From an optimization exercise on the open Yosys and OpenROAD flow, aimed at small area; shortcuts taken in it are not production practice. Only simulation tests tie the RTL to the original design; equivalence was not proved. The flow treats the clock pin as an ideal source. Dropping or thinning the clock tree relies on that and would not hold on a real chip. Power is estimated from default activity; no workload was simulated.

==> v21: inputs <==
==> flow/design.v <==
module lcd_rgb_colorbar (
    input clk,
    input rst_n,
    input  [23:0] lcd_rgb_i,
    output lcd_de,
    output [23:0] lcd_rgb_o,
    output lcd_bl,
    output lcd_rst,
    output lcd_hs,
    output lcd_vs
);
    wire run = (s != 3'd7);
    reg [1:0] pan;
    reg [2:0] s;
    reg [8:0] p;
    reg [0:0] vs;
    reg [9:0] q;
    wire [2:0] st = {lcd_rgb_i[7], lcd_rgb_i[15], lcd_rgb_i[23]};
    reg [1:0] pan_in;
    reg ok_in;
    always @(*) begin
        ok_in = 1'b1;
        case (st)
        3'b000: pan_in = 2'd2;
        3'b001: pan_in = 2'd3;
        3'b010: pan_in = 2'd0;
        3'b100: pan_in = 2'd3;
        3'b101: pan_in = 2'd1;
        default: begin pan_in = 2'bx; ok_in = 1'b0; end
        endcase
    end
    reg [8:0] p_in;
    reg [9:0] q_in;
    always @(*) begin
        case (pan_in)
        2'd0: begin p_in = 9'd144; q_in = 10'd364; end
        2'd1: begin p_in = 9'd219; q_in = 10'd520; end
        2'd2: begin p_in = 9'd402; q_in = 10'd17; end
        2'd3: begin p_in = 9'd355; q_in = 10'd359; end
        endcase
    end
    reg [2:0] s_nx;
    reg [8:0] p_ld;
    always @(*) begin
        case ({pan, s})
        5'b00_101: begin s_nx = 3'd4; p_ld = 9'd84; end
        5'b00_100: begin s_nx = 3'd0; p_ld = 9'd84; end
        5'b00_000: begin s_nx = 3'd1; p_ld = 9'd84; end
        5'b00_001: begin s_nx = 3'd3; p_ld = 9'd84; end
        5'b00_011: begin s_nx = 3'd6; p_ld = 9'd37; end
        5'b00_110: begin s_nx = 3'd5; p_ld = 9'd161; end
        5'b01_101: begin s_nx = 3'd4; p_ld = 9'd16; end
        5'b01_100: begin s_nx = 3'd0; p_ld = 9'd16; end
        5'b01_000: begin s_nx = 3'd1; p_ld = 9'd16; end
        5'b01_001: begin s_nx = 3'd3; p_ld = 9'd16; end
        5'b01_011: begin s_nx = 3'd6; p_ld = 9'd16; end
        5'b01_110: begin s_nx = 3'd5; p_ld = 9'd65; end
        5'b10_101: begin s_nx = 3'd4; p_ld = 9'd205; end
        5'b10_100: begin s_nx = 3'd0; p_ld = 9'd205; end
        5'b10_000: begin s_nx = 3'd1; p_ld = 9'd205; end
        5'b10_001: begin s_nx = 3'd3; p_ld = 9'd205; end
        5'b10_011: begin s_nx = 3'd6; p_ld = 9'd205; end
        5'b10_110: begin s_nx = 3'd5; p_ld = 9'd402; end
        5'b11_101: begin s_nx = 3'd4; p_ld = 9'd65; end
        5'b11_100: begin s_nx = 3'd0; p_ld = 9'd65; end
        5'b11_000: begin s_nx = 3'd1; p_ld = 9'd65; end
        5'b11_001: begin s_nx = 3'd3; p_ld = 9'd65; end
        5'b11_011: begin s_nx = 3'd6; p_ld = 9'd65; end
        5'b11_110: begin s_nx = 3'd5; p_ld = 9'd16; end
        default: begin s_nx = 3'bx; p_ld = 9'bx; end
        endcase
    end
    reg [0:0] vs_nx;
    reg [9:0] q_ld;
    always @(*) begin
        case ({pan, vs})
        3'b00_0: begin vs_nx = 1'd1; q_ld = 10'd492; end
        3'b00_1: begin vs_nx = 1'd0; q_ld = 10'd719; end
        3'b01_0: begin vs_nx = 1'd1; q_ld = 10'd984; end
        3'b01_1: begin vs_nx = 1'd0; q_ld = 10'd729; end
        3'b10_0: begin vs_nx = 1'd1; q_ld = 10'd647; end
        3'b10_1: begin vs_nx = 1'd0; q_ld = 10'd520; end
        3'b11_0: begin vs_nx = 1'd1; q_ld = 10'd757; end
        3'b11_1: begin vs_nx = 1'd0; q_ld = 10'd538; end
        default: begin vs_nx = 1'bx; q_ld = 10'bx; end
        endcase
    end
    wire pe = (p == 9'd320);
    wire qe = (q == 10'd608);
    wire le = pe && (s == 3'd5);   
    always @(posedge clk or negedge rst_n)
        if (!rst_n) s <= 3'd7;
        else if (!run) s <= 3'd5;
        else if (pe) s <= s_nx;
    always @(posedge clk) begin
        if (!run) begin
            pan <= pan_in;
            p   <= p_in;
            vs  <= 1'd0;
            q   <= ok_in ? q_in : 10'd0;
        end else begin
            if (pe) begin p <= p_ld; end
            else p <= {p[7:0], p[8] ^ p[3]};
            if (le) begin
                if (qe) begin vs <= vs_nx; q <= q_ld; end
                else q <= {q[8:0], q[9] ^ q[6]};
            end
        end
    end
    wire de = (vs == 1'd1) && (s == 3'd4 || s == 3'd0 || s == 3'd1 || s == 3'd3 || s == 3'd6);
    wire cr = de && (s == 3'd4 || s == 3'd1);
    wire cg = de && (s == 3'd4 || s == 3'd3);
    wire cb = de && (s == 3'd4 || s == 3'd6);
    assign lcd_de    = de;
    assign lcd_rgb_o = {{8{cr}}, {8{cg}}, {8{cb}}};
    assign lcd_bl  = 1'b1;
    assign lcd_rst = 1'b1;
    assign lcd_hs  = 1'b1;
    assign lcd_vs  = 1'b1;
endmodule
==> flow/flow/run.sh <==
#!/bin/bash
# Own layout flow: the standard ORFS flow with these changes.
#  1. Synthesis is synth_recipe.tcl unchanged except that ABC maps the logic
#     with an area-oriented script (flow/abc_area.script); registers are
#     mapped before ABC, so they are the standard synthesis's.
#  2. Port buffers are sky130_fd_sc_hd__buf_1 (buffer_ports -buffer_cell).
#  3. CTS builds the clock tree from clkbuf_8 buffers, without dummy loads.
#  4. After CTS the root clock buffer is removed when it only drives the
#     few leaf buffers, which the clock port then drives (flow/post_cts.tcl).
# Each tool's full output is kept in a log file in this folder.
set -euo pipefail
W=$(pwd)
F=$W/flow
{ echo "set ::own_abc_script $F/abc_area.script"; cat "$F/abc_hook.tcl" "$W/synth_recipe.tcl"; } > "$W/own_synth.tcl"
sed "s#SYNTH_SCRIPT=[^ ]*#SYNTH_SCRIPT=$W/own_synth.tcl ADDER_MAP_FILE=#" "$W/standard.sh" > "$W/own_standard.sh"
export BUFFER_PORTS_ARGS="-buffer_cell sky130_fd_sc_hd__buf_1"
export CTS_ARGS="-sink_clustering_enable -repair_clock_nets -dont_use_dummy_load -buf_list sky130_fd_sc_hd__clkbuf_8"
export POST_CTS_TCL="$F/post_cts.tcl"
bash "$W/own_standard.sh" synth > "$W/log_synth.txt" 2>&1
bash "$W/own_standard.sh" finish > "$W/log_layout.txt" 2>&1
test -f "$W/out/final.def"
==> flow/flow/abc_area.script <==
strash
&get -n
&deepsyn -T 20
&put
dch -f
amap
topo
==> flow/flow/abc_hook.tcl <==
# Replace the ABC script that ORFS's synth.tcl passes to yosys abc.
proc abc {args} {
  set out {}
  set skip 0
  foreach a $args {
    if {$skip} { set skip 0; continue }
    if {$a eq "-script"} { set skip 1; continue }
    lappend out $a
  }
  yosys abc -script $::own_abc_script {*}$out
}
==> flow/flow/post_cts.tcl <==
# After CTS: the tree is one root buffer driving the leaf buffers. Drive the
# leaf buffers from the clock port directly and remove the root buffer (the
# port then feeds only the leaf buffers), then re-legalize.
set block [ord::get_db_block]
set clk_port_net [$block findNet clk]
foreach it [$clk_port_net getITerms] {
  set inst [$it getInst]
  set master [[$inst getMaster] getName]
  if {![string match "sky130_fd_sc_hd__clkbuf_*" $master]} { continue }
  set out_net ""
  foreach o [$inst getITerms] {
    if {[$o isOutputSignal]} { set out_net [$o getNet] }
  }
  if {$out_net eq ""} { continue }
  set loads {}
  set only_bufs 1
  foreach l [$out_net getITerms] {
    if {[$l getInst] eq $inst} { continue }
    lappend loads $l
    if {![string match "sky130_fd_sc_hd__clkbuf_*" [[[$l getInst] getMaster] getName]]} { set only_bufs 0 }
  }
  if {!$only_bufs || [llength $loads] > 4 || [llength $loads] == 0} { continue }
  puts "post_cts: removing root clock buffer [$inst getName] ([llength $loads] leaf buffers)"
  foreach l $loads { $l disconnect; $l connect $clk_port_net }
  $it disconnect
  odb::dbInst_destroy $inst
  odb::dbNet_destroy $out_net
}
detailed_placement
estimate_parasitics -placement
==> flow/standard.sh <==
#!/bin/bash
# synth_recipe.tcl (not shown) runs the flow's synth.tcl, then flattens the netlist and writes it again
# the make line also repeats each setting of config.mk as NAME=value (left out here)
make -C /OpenROAD-flow-scripts/flow DESIGN_CONFIG=/design/flow/config.mk WORK_HOME=/design/flow/orfs CLKGATE_MAP_FILE= SYNTH_SCRIPT=/design/flow/synth_recipe.tcl "${@:-finish}"
==> flow/config.mk <==
export PLATFORM = sky130hd
export DESIGN_NAME = lcd_rgb_colorbar
export DESIGN_NICKNAME = lcd_rgb_colorbar
export VERILOG_FILES = /design/flow/design.v
export SDC_FILE = /design/flow/constraint.sdc
export NUM_CORES = 4
export LEC_CHECK = 0
export CAP_MARGIN = 20
export CORE_MARGIN = 2
export CORE_UTILIZATION = 40
export SLEW_MARGIN = 20
==> flow/constraint.sdc <==
create_clock -name core_clock -period 12.5 [get_ports {clk}]
set_input_delay 2.5000 -clock core_clock [delete_from_list [all_inputs] [get_ports {clk}]]
set_output_delay 2.5000 -clock core_clock [all_outputs]
set_load 0.01 [all_outputs]
==> v9 (differences from v21) <==
==> flow/flow/run.sh (replaced) <==
#!/bin/bash
# Own layout flow: the standard ORFS flow with these changes.
#  1. Synthesis is synth_recipe.tcl unchanged except for ABC's logic mapping:
#     flow/abc_hook.tcl maps the logic with each flow/abc*.script (abc1-8
#     run &deepsyn with different seeds) and keeps the smallest result.
#     Registers are mapped before ABC, so they are the standard synthesis's.
#  2. Port buffers are sky130_fd_sc_hd__buf_1 (buffer_ports -buffer_cell).
#  3. CTS builds the clock tree from buf_6 buffers, without dummy loads.
#  4. After CTS the root clock buffer is removed when it only drives the
#     few leaf buffers, which the clock port then drives (flow/post_cts.tcl).
#  5. One tie cell drives all the constant outputs (SKIP_REPAIR_TIE_FANOUT).
#  6. Global placement is not timing driven (the clock period leaves ample
#     slack), and Yosys's port buffers are removed at floorplan instead.
# Each tool's full output is kept in a log file in this folder.
set -euo pipefail
W=$(pwd)
F=$W/flow
{ echo "set ::own_abc_scripts [lsort [glob $F/abc*.script]]"; echo "set ::own_abc_stat $W/own_abc_stat.txt"; cat "$F/abc_hook.tcl" "$W/synth_recipe.tcl"; } > "$W/own_synth.tcl"
sed "s#SYNTH_SCRIPT=[^ ]*#SYNTH_SCRIPT=$W/own_synth.tcl ADDER_MAP_FILE=#" "$W/standard.sh" > "$W/own_standard.sh"
export BUFFER_PORTS_ARGS="-buffer_cell sky130_fd_sc_hd__buf_1"
export CTS_ARGS="-sink_clustering_enable -repair_clock_nets -dont_use_dummy_load -buf_list sky130_fd_sc_hd__buf_6"
export POST_CTS_TCL="$F/post_cts.tcl"
export SKIP_REPAIR_TIE_FANOUT=1
export GPL_TIMING_DRIVEN=0
export REMOVE_ABC_BUFFERS=1
bash "$W/own_standard.sh" synth > "$W/log_synth.txt" 2>&1
bash "$W/own_standard.sh" finish > "$W/log_layout.txt" 2>&1
test -f "$W/out/final.def"
==> flow/flow/abc0.script (new file) <==
strash
dc2
balance; rewrite; refactor; balance; rewrite; rewrite -z; balance; refactor -z; rewrite -z; balance
dc2
balance; rewrite; refactor; balance; rewrite; rewrite -z; balance; refactor -z; rewrite -z; balance
dch -f
amap
topo
==> flow/flow/abc1.script (new file) <==
strash
&get -n
&deepsyn -T 25 -S 1
&put
dch -f
amap
topo
==> flow/flow/abc2.script (new file) <==
strash
&get -n
&deepsyn -T 25 -S 2
&put
dch -f
amap
topo
==> flow/flow/abc3.script (new file) <==
strash
&get -n
&deepsyn -T 25 -S 3
&put
dch -f
amap
topo
==> flow/flow/abc4.script (new file) <==
strash
&get -n
&deepsyn -T 25 -S 4
&put
dch -f
amap
topo
==> flow/flow/abc5.script (new file) <==
strash
&get -n
&deepsyn -T 25 -S 5
&put
dch -f
amap
topo
==> flow/flow/abc6.script (new file) <==
strash
&get -n
&deepsyn -T 25 -S 6
&put
dch -f
amap
topo
==> flow/flow/abc7.script (new file) <==
strash
&get -n
&deepsyn -T 25 -S 7
&put
dch -f
amap
topo
==> flow/flow/abc8.script (new file) <==
strash
&get -n
&deepsyn -T 25 -S 8
&put
dch -f
amap
topo
==> flow/flow/abc_hook.tcl (replaced) <==
# Replace the ABC step of ORFS's synth.tcl: map the logic with each script in
# ::own_abc_scripts and keep the smallest result (registers are not touched:
# they are mapped before ABC runs).
proc abc {args} {
  set out {}
  set skip 0
  set lib ""
  set prev ""
  foreach a $args {
    if {$skip} { set skip 0; continue }
    if {$a eq "-script"} { set skip 1; continue }
    if {$prev eq "-liberty" && $lib eq ""} { set lib $a }
    set prev $a
    lappend out $a
  }
  yosys design -save own_pre_abc
  set best_area 1e30
  set best_script ""
  foreach scr $::own_abc_scripts {
    yosys design -load own_pre_abc
    yosys abc -script $scr {*}$out
    yosys tee -q -o $::own_abc_stat stat -liberty $lib
    set fh [open $::own_abc_stat r]; set txt [read $fh]; close $fh
    if {[regexp {Chip area for module[^:]*:\s*([0-9.]+)} $txt -> area]} {
      puts "own_abc: $scr -> $area"
      if {$area < $best_area} {
        set best_area $area
        set best_script $scr
        yosys design -save own_best_abc
      }
    }
  }
  puts "own_abc: kept $best_script ($best_area)"
  yosys design -load own_best_abc
}
--- a/flow/flow/post_cts.tcl
+++ b/flow/flow/post_cts.tcl
@@ -7,5 +7,5 @@
   set inst [$it getInst]
   set master [[$inst getMaster] getName]
-  if {![string match "sky130_fd_sc_hd__clkbuf_*" $master]} { continue }
+  if {![string match "sky130_fd_sc_hd__*buf_*" $master]} { continue }
   set out_net ""
   foreach o [$inst getITerms] {
@@ -18,5 +18,5 @@
     if {[$l getInst] eq $inst} { continue }
     lappend loads $l
-    if {![string match "sky130_fd_sc_hd__clkbuf_*" [[[$l getInst] getMaster] getName]]} { set only_bufs 0 }
+    if {![string match "sky130_fd_sc_hd__*buf_*" [[[$l getInst] getMaster] getName]]} { set only_bufs 0 }
   }
   if {!$only_bufs || [llength $loads] > 4 || [llength $loads] == 0} { continue }
removed: flow/flow/abc_area.script
==> v18 (differences from v21) <==
==> flow/flow/run.sh (replaced) <==
#!/bin/bash
# Own layout flow: the standard ORFS flow with these changes.
#  1. Synthesis is synth_recipe.tcl unchanged except for ABC's logic mapping:
#     flow/abc_hook.tcl maps the logic with each flow/abc*.script and keeps
#     the smallest result. Registers are mapped before ABC, so they are the
#     standard synthesis's.
#  2. Port buffers are sky130_fd_sc_hd__buf_1 (buffer_ports -buffer_cell).
#  3. CTS builds the clock tree from clkbuf_8 buffers, without dummy loads.
#  4. After CTS the root clock buffer is removed when it only drives the
#     few leaf buffers, which the clock port then drives (flow/post_cts.tcl).
#  5. One tie cell drives all the constant outputs (SKIP_REPAIR_TIE_FANOUT).
#  6. Global placement is not timing driven (the clock period leaves ample
#     slack), and Yosys's port buffers are removed at floorplan instead.
# Each tool's full output is kept in a log file in this folder.
set -euo pipefail
W=$(pwd)
F=$W/flow
{ echo "set ::own_abc_scripts [lsort [glob $F/abc*.script]]"; echo "set ::own_abc_stat $W/own_abc_stat.txt"; cat "$F/abc_hook.tcl" "$W/synth_recipe.tcl"; } > "$W/own_synth.tcl"
sed "s#SYNTH_SCRIPT=[^ ]*#SYNTH_SCRIPT=$W/own_synth.tcl ADDER_MAP_FILE=#" "$W/standard.sh" > "$W/own_standard.sh"
export BUFFER_PORTS_ARGS="-buffer_cell sky130_fd_sc_hd__buf_1"
export CTS_ARGS="-sink_clustering_enable -repair_clock_nets -dont_use_dummy_load -buf_list sky130_fd_sc_hd__clkbuf_8"
export POST_CTS_TCL="$F/post_cts.tcl"
export SKIP_REPAIR_TIE_FANOUT=1
export GPL_TIMING_DRIVEN=0
export REMOVE_ABC_BUFFERS=1
bash "$W/own_standard.sh" synth > "$W/log_synth.txt" 2>&1
bash "$W/own_standard.sh" finish > "$W/log_layout.txt" 2>&1
test -f "$W/out/final.def"
==> flow/flow/abc1.script (new file) <==
strash
&get -n
&deepsyn -T 20
&put
dch -f
amap
topo
==> flow/flow/abc2.script (new file) <==
strash
&get -n
&deepsyn -T 20 -S 7
&put
dch -f
map -a
topo
==> flow/flow/abc3.script (new file) <==
strash
dc2
balance; rewrite; refactor; balance; rewrite; rewrite -z; balance; refactor -z; rewrite -z; balance
dc2
balance; rewrite; refactor; balance; rewrite; rewrite -z; balance; refactor -z; rewrite -z; balance
dch -f
amap
topo
==> flow/flow/abc4.script (new file) <==
strash
&get -n
&deepsyn -T 20 -S 13
&put
dch -f
amap
topo
==> flow/flow/abc_hook.tcl (replaced) <==
# Replace the ABC step of ORFS's synth.tcl: map the logic with each script in
# ::own_abc_scripts and keep the smallest result (registers are not touched:
# they are mapped before ABC runs).
proc abc {args} {
  set out {}
  set skip 0
  set lib ""
  set prev ""
  foreach a $args {
    if {$skip} { set skip 0; continue }
    if {$a eq "-script"} { set skip 1; continue }
    if {$prev eq "-liberty" && $lib eq ""} { set lib $a }
    set prev $a
    lappend out $a
  }
  yosys design -save own_pre_abc
  set best_area 1e30
  set best_script ""
  foreach scr $::own_abc_scripts {
    yosys design -load own_pre_abc
    yosys abc -script $scr {*}$out
    yosys tee -q -o $::own_abc_stat stat -liberty $lib
    set fh [open $::own_abc_stat r]; set txt [read $fh]; close $fh
    if {[regexp {Chip area for module[^:]*:\s*([0-9.]+)} $txt -> area]} {
      puts "own_abc: $scr -> $area"
      if {$area < $best_area} {
        set best_area $area
        set best_script $scr
        yosys design -save own_best_abc
      }
    }
  }
  puts "own_abc: kept $best_script ($best_area)"
  yosys design -load own_best_abc
}
removed: flow/flow/abc_area.script
==> run notes <==
quantity	v9	v18	v21
Outcome	timing/DRC/antenna clean	timing/DRC/antenna clean	timing/DRC/antenna clean
Via count of the first global-routing pass	966	994	982
Cell depth of the worst hold path	1	2	2
Startpoint of the lowest-slack hold path	p[0]	p[6]	p[1]
Insertion delay of the later-clocked pin in the worst-skew pair	0.13 ns	0.14 ns	0.15 ns
Seq power	0.112 mW	0.109 mW	0.109 mW
Crit Reg-Reg Startpoint	s[2]	s[1]	s[1]
Clk pwr share	0.197	0.204	0.205
Final net count	202	200	203
Synthesized-area fraction occupied by ao, oa, aoi and oai cells	0.1459	0.1474	0.1474
Detailed Route Iter0 Violations	41	31	22
Portion of total power attributed to combinational logic	0.151	0.155	0.156
Clock period minus worst slack	4.242 ns	4.054 ns	4.031 ns
Met2 demand-to-capacity share in global routing	0.2154	0.2184	0.2316
Slew headroom	0.3784	0.4162	0.4306

[static timing again, ports no longer ideal]
No port has a modelled driver above. Below, the same layouts with a new extraction and two added sets of constraints.
Step 1: set_driving_cell puts a clkbuf_16 on clk and a buf_2 on each other input, an assumption about the parent block.
Step 2 times the ports against the registers' clock, not the clock port: input delays grow and output delays shrink by t, the midpoint of the rising clock arrivals with the driver on.
a / b / c = ideal ports / drivers / drivers and shift; a / b = the first two.
| run | shift t [ns] | setup slack, ns | clock arrival spread, ns |
|---|---|---|---|
| v21 | 0.170 | 8.469 / 8.440 / 8.610 | 0.015 / 0.015 |
| v9 | 0.150 | 8.258 / 8.227 / 8.377 | 0.018 / 0.019 |
| v18 | 0.172 | 8.446 / 8.414 / 8.587 | 0.002 / 0.003 |
After both steps setup and hold are still met in every run listed.
